Background: an optimization exercise with open tools, aiming at small area and a short achievable clock period. Do not read the settings as production practice.
RTL that was checked went through simulation tests only; none was proved equivalent to the original.
No activity file was given, so power comes from the tool's default toggle rates.

==> module SPI_SLAVE, before the edit <==
module SPI_SLAVE(
    input            clk,
    input            rst_n,
    input            MOSI,
    input            SS_n,
    input      [7:0] tx_data,
    input            tx_valid,
    output     [9:0] rx_data,
    output reg       rx_valid,
    output reg       MISO
);
localparam IDLE      = 3'b000;
localparam CHK_CMD   = 3'b001;
localparam WRITE     = 3'b011;
localparam READ_ADD  = 3'b010;
localparam READ_DATA = 3'b110;
reg [2:0]  cs, ns;
reg [3:0]  counter;       
reg        read_add_flg;
reg        loaded;        
reg [10:0] sr;
assign rx_data = sr[10:1];
always @(posedge clk)
    sr <= {sr[9:0], MOSI};
always @(*) begin
    case (cs)
        IDLE:      ns = SS_n ? IDLE : CHK_CMD;
        CHK_CMD:   ns = SS_n ? IDLE : (!MOSI ? WRITE : (read_add_flg ? READ_DATA : READ_ADD));
        WRITE:     ns = SS_n ? IDLE : WRITE;
        READ_ADD:  ns = SS_n ? IDLE : READ_ADD;
        READ_DATA: ns = SS_n ? IDLE : READ_DATA;
        default:   ns = IDLE;
    endcase
end
always @(posedge clk or negedge rst_n) begin
    if (!rst_n)
        cs <= IDLE;
    else
        cs <= ns;
end
wire collect = (cs == WRITE) || (cs == READ_ADD) || (cs == READ_DATA && !tx_valid);
wire shift   = (cs == READ_DATA) && tx_valid;
always @(posedge clk or negedge rst_n) begin
    if (!rst_n) begin
        rx_valid     <= 1'b0;
        MISO         <= 1'b0;
        counter      <= 4'hf;
        read_add_flg <= 1'b0;
        loaded       <= 1'b0;
    end else begin
        rx_valid <= 1'b0;
        if (cs == IDLE) begin
            MISO    <= 1'b0;
            counter <= 4'hf;
            loaded  <= 1'b0;
        end
        if (collect) begin
            counter <= counter + 4'd1;
            if (counter == 4'd9) begin
                rx_valid <= 1'b1;
                counter  <= 4'hf;
                if (cs == READ_ADD)  read_add_flg <= 1'b1;
                if (cs == READ_DATA) read_add_flg <= 1'b0;
            end
        end
        if (shift) begin
            if (counter == 4'hf) begin
                loaded  <= 1'b1;
                counter <= 4'd7;
            end else begin
                MISO    <= loaded & tx_data[~counter[2:0]];
                counter <= counter - 4'd1;
            end
        end
    end
end
endmodule
==> module RAM, before the edit <==
module RAM (
    input            clk,
    input            rst_n,
    input      [9:0] din,
    input            rx_valid,
    output reg [7:0] dout,
    output reg       tx_valid
);
reg [2:0] phase;
reg [2:0] slot;
reg [3:0] sel_lo;
reg [7:0] sel_hi;
reg       addr_rst;
reg       dirty;
wire match = (phase == slot);
wire wr    = dirty & match;
wire ld    = rx_valid & ~din[8];
wire wev   = rx_valid & ~din[9] & din[8];
wire clr   = addr_rst & (~dirty | match);
wire [7:0] grp [0:7];
genvar g, h;
generate
    for (h = 0; h < 8; h = h + 1) begin : bank
        wire [7:0] tap [0:3];
        for (g = 0; g < 4; g = g + 1) begin : ring
            reg [63:0] r;
            wire we = wr & sel_hi[h] & sel_lo[g];
            always @(posedge clk)
                r <= {r[55:0], we ? dout : r[63:56]};
            assign tap[g] = r[63:56];
        end
        assign grp[h] = ({8{sel_lo[0]}} & tap[0]) | ({8{sel_lo[1]}} & tap[1])
                      | ({8{sel_lo[2]}} & tap[2]) | ({8{sel_lo[3]}} & tap[3]);
    end
endgenerate
wire [7:0] rd = ({8{sel_hi[0]}} & grp[0]) | ({8{sel_hi[1]}} & grp[1])
              | ({8{sel_hi[2]}} & grp[2]) | ({8{sel_hi[3]}} & grp[3])
              | ({8{sel_hi[4]}} & grp[4]) | ({8{sel_hi[5]}} & grp[5])
              | ({8{sel_hi[6]}} & grp[6]) | ({8{sel_hi[7]}} & grp[7]);
always @(posedge clk)
    phase <= phase + 3'd1;
always @(posedge clk) begin
    if (ld) begin
        slot   <= din[7:5];
        sel_hi <= 8'd1 << din[4:2];
        sel_lo <= 4'd1 << din[1:0];
    end else if (clr) begin
        slot   <= 3'd0;
        sel_hi <= 8'd1;
        sel_lo <= 4'd1;
    end
end
always @(posedge clk or negedge rst_n) begin
    if (!rst_n)
        addr_rst <= 1'b1;
    else if (ld | ~dirty | match)
        addr_rst <= 1'b0;
end
always @(posedge clk) begin
    if (wev)
        dirty <= 1'b1;
    else if (match)
        dirty <= 1'b0;
end
always @(posedge clk) begin
    if (wev)
        dout <= din[7:0];
    else if (match & ~dirty)
        dout <= rd;
end
always @(posedge clk or negedge rst_n) begin
    if (!rst_n)
        tx_valid <= 1'b0;
    else if (rx_valid)
        tx_valid <= din[9] & din[8];
end
endmodule
clock: 6.5 ns
lec_check: 0
cap_margin: 40
core_margin: 2
core_utilization: 80
setup_slack_margin: 4
slew_margin: 40
standard.sh (not shown) runs the stock make flow with config.mk's settings and CLKGATE_MAP_FILE= SYNTH_SCRIPT=/design/flow/synth_recipe.tcl, a recipe that flattens the netlist after the stock synthesis.
==> flow/flow/run.sh <==
#!/bin/bash
# Standard layout with custom clock-tree-synthesis arguments, and every combinational cell
# set to its smallest size after floorplan (timing repair upsizes what it needs).
set -euo pipefail
export CTS_ARGS="-sink_clustering_enable -repair_clock_nets -dont_use_dummy_load -sink_clustering_size 16 -sink_clustering_max_diameter 45 -buf_list sky130_fd_sc_hd__clkbuf_8 -root_buf sky130_fd_sc_hd__clkbuf_16"
export POST_FLOORPLAN_TCL=$PWD/flow/downsize.tcl
bash standard.sh > standard.log 2>&1
==> flow/flow/downsize.tcl <==
# Replace each combinational cell by the smallest cell of the same function family
# (same name without the drive-strength suffix); timing repair later upsizes where needed.
set n 0
foreach inst [get_cells *] {
  set lc [get_lib_cell -of_objects $inst]
  if {[regexp {^sky130_fd_sc_hd__(df|edf|sdf|dl|sdl|bufbuf|lpflow)} [get_name $lc]]} { continue }
  set name [get_name $lc]
  if {![regexp {^(sky130_fd_sc_hd__[a-z0-9]+)_([0-9]+)$} $name -> base drv]} { continue }
  if {[regexp {^sky130_fd_sc_hd__(clk|dly|conb|tap|fill|decap|diode)} $name]} { continue }
  set best ""; set best_area 1e9
  foreach cand [get_lib_cells ${base}_*] {
    set cn [get_name $cand]
    if {![regexp "^${base}_\[0-9\]+\$" $cn]} { continue }
    if {[lsearch -exact $::env(DONT_USE_CELLS) $cn] >= 0} { continue }
    set a [get_property $cand area]
    if {$a < $best_area} { set best_area $a; set best $cn }
  }
  if {$best ne "" && $best ne $name} {
    replace_cell $inst [lindex [get_lib_cells $best] 0]
    incr n
  }
}
puts "downsize: replaced $n cells"
Edit:
--- a/flow/design.v
+++ b/flow/design.v
@@ -37,23 +37,24 @@
         cs <= IDLE;
     else
         cs <= ns;
 end
 wire collect = (cs == WRITE) || (cs == READ_ADD) || (cs == READ_DATA && !tx_valid);
 wire shift   = (cs == READ_DATA) && tx_valid;
+wire miso_next = shift & loaded & tx_data[(counter == 4'hf) ? 3'd7 : ~counter[2:0]];
 always @(posedge clk or negedge rst_n) begin
     if (!rst_n) begin
         rx_valid     <= 1'b0;
         MISO         <= 1'b0;
         counter      <= 4'hf;
         read_add_flg <= 1'b0;
         loaded       <= 1'b0;
     end else begin
         rx_valid <= 1'b0;
+        MISO <= miso_next;
         if (cs == IDLE) begin
-            MISO    <= 1'b0;
             counter <= 4'hf;
             loaded  <= 1'b0;
         end
         if (collect) begin
             counter <= counter + 4'd1;
             if (counter == 4'd9) begin
@@ -65,13 +66,12 @@
         end
         if (shift) begin
             if (counter == 4'hf) begin
                 loaded  <= 1'b1;
                 counter <= 4'd7;
             end else begin
-                MISO    <= loaded & tx_data[~counter[2:0]];
                 counter <= counter - 4'd1;
             end
         end
     end
 end
 endmodule
@@ -136,17 +136,23 @@
 always @(posedge clk) begin
     if (wev)
         dirty <= 1'b1;
     else if (match)
         dirty <= 1'b0;
 end
+reg [7:0] mq;
+reg       fq;
+always @(posedge clk) begin
+    mq <= rd;
+    fq <= match & ~dirty & ~wev;
+end
 always @(posedge clk) begin
     if (wev)
         dout <= din[7:0];
-    else if (match & ~dirty)
-        dout <= rd;
+    else if (fq)
+        dout <= mq;
 end
 always @(posedge clk or negedge rst_n) begin
     if (!rst_n)
         tx_valid <= 1'b0;
     else if (rx_valid)
         tx_valid <= din[9] & din[8];
Result: The new run went through all stages and came out clean; area after synthesis went up slightly; setup slack gets better by 0.082 ns; fmax increases by a few percent; critical path depth came out higher by 5; flip-flop and latch count rises by 9; total power is higher slightly; clock-buffer cell count stays the same; clock skew came out lower by 0.032 ns; design area is about the same; first-iteration DRC count increases by roughly a tenth; global-route usage falls by 0.12 points; sequential power is about the same.
For the first run of this note, only the layout was checked, not whether the RTL still works.

[afterwards: timing with drivers on the ports]
Ports are ideal in the flow. The routed layouts listed here were re-timed in OpenROAD. Step 1 (the two cells are an assumption about what drives the block):
set clk [get_ports {clk}]
set_driving_cell -lib_cell sky130_fd_sc_hd__clkbuf_16 $clk
set_driving_cell -lib_cell sky130_fd_sc_hd__buf_2 [delete_from_list [all_inputs] $clk]
Step 2 adds t to the input delays and takes it off the output delays; t is the mean of the earliest and latest rising clock arrival at the registers after step 1. Input paths then give back, and output paths get back, about the clock's delay inside the block. Slacks: ideal ports / drivers / drivers and shift; pairs: ideal ports / drivers.
run	t (ns)	setup slack, ns	worst setup path at the end	cell pins on the clock port's net
the first run	0.738	3.946 / 3.881 / 3.988	register to register	1
the second run	0.722	4.027 / 3.975 / 4.027	register to register	1
After both steps every run listed still meets setup and hold.
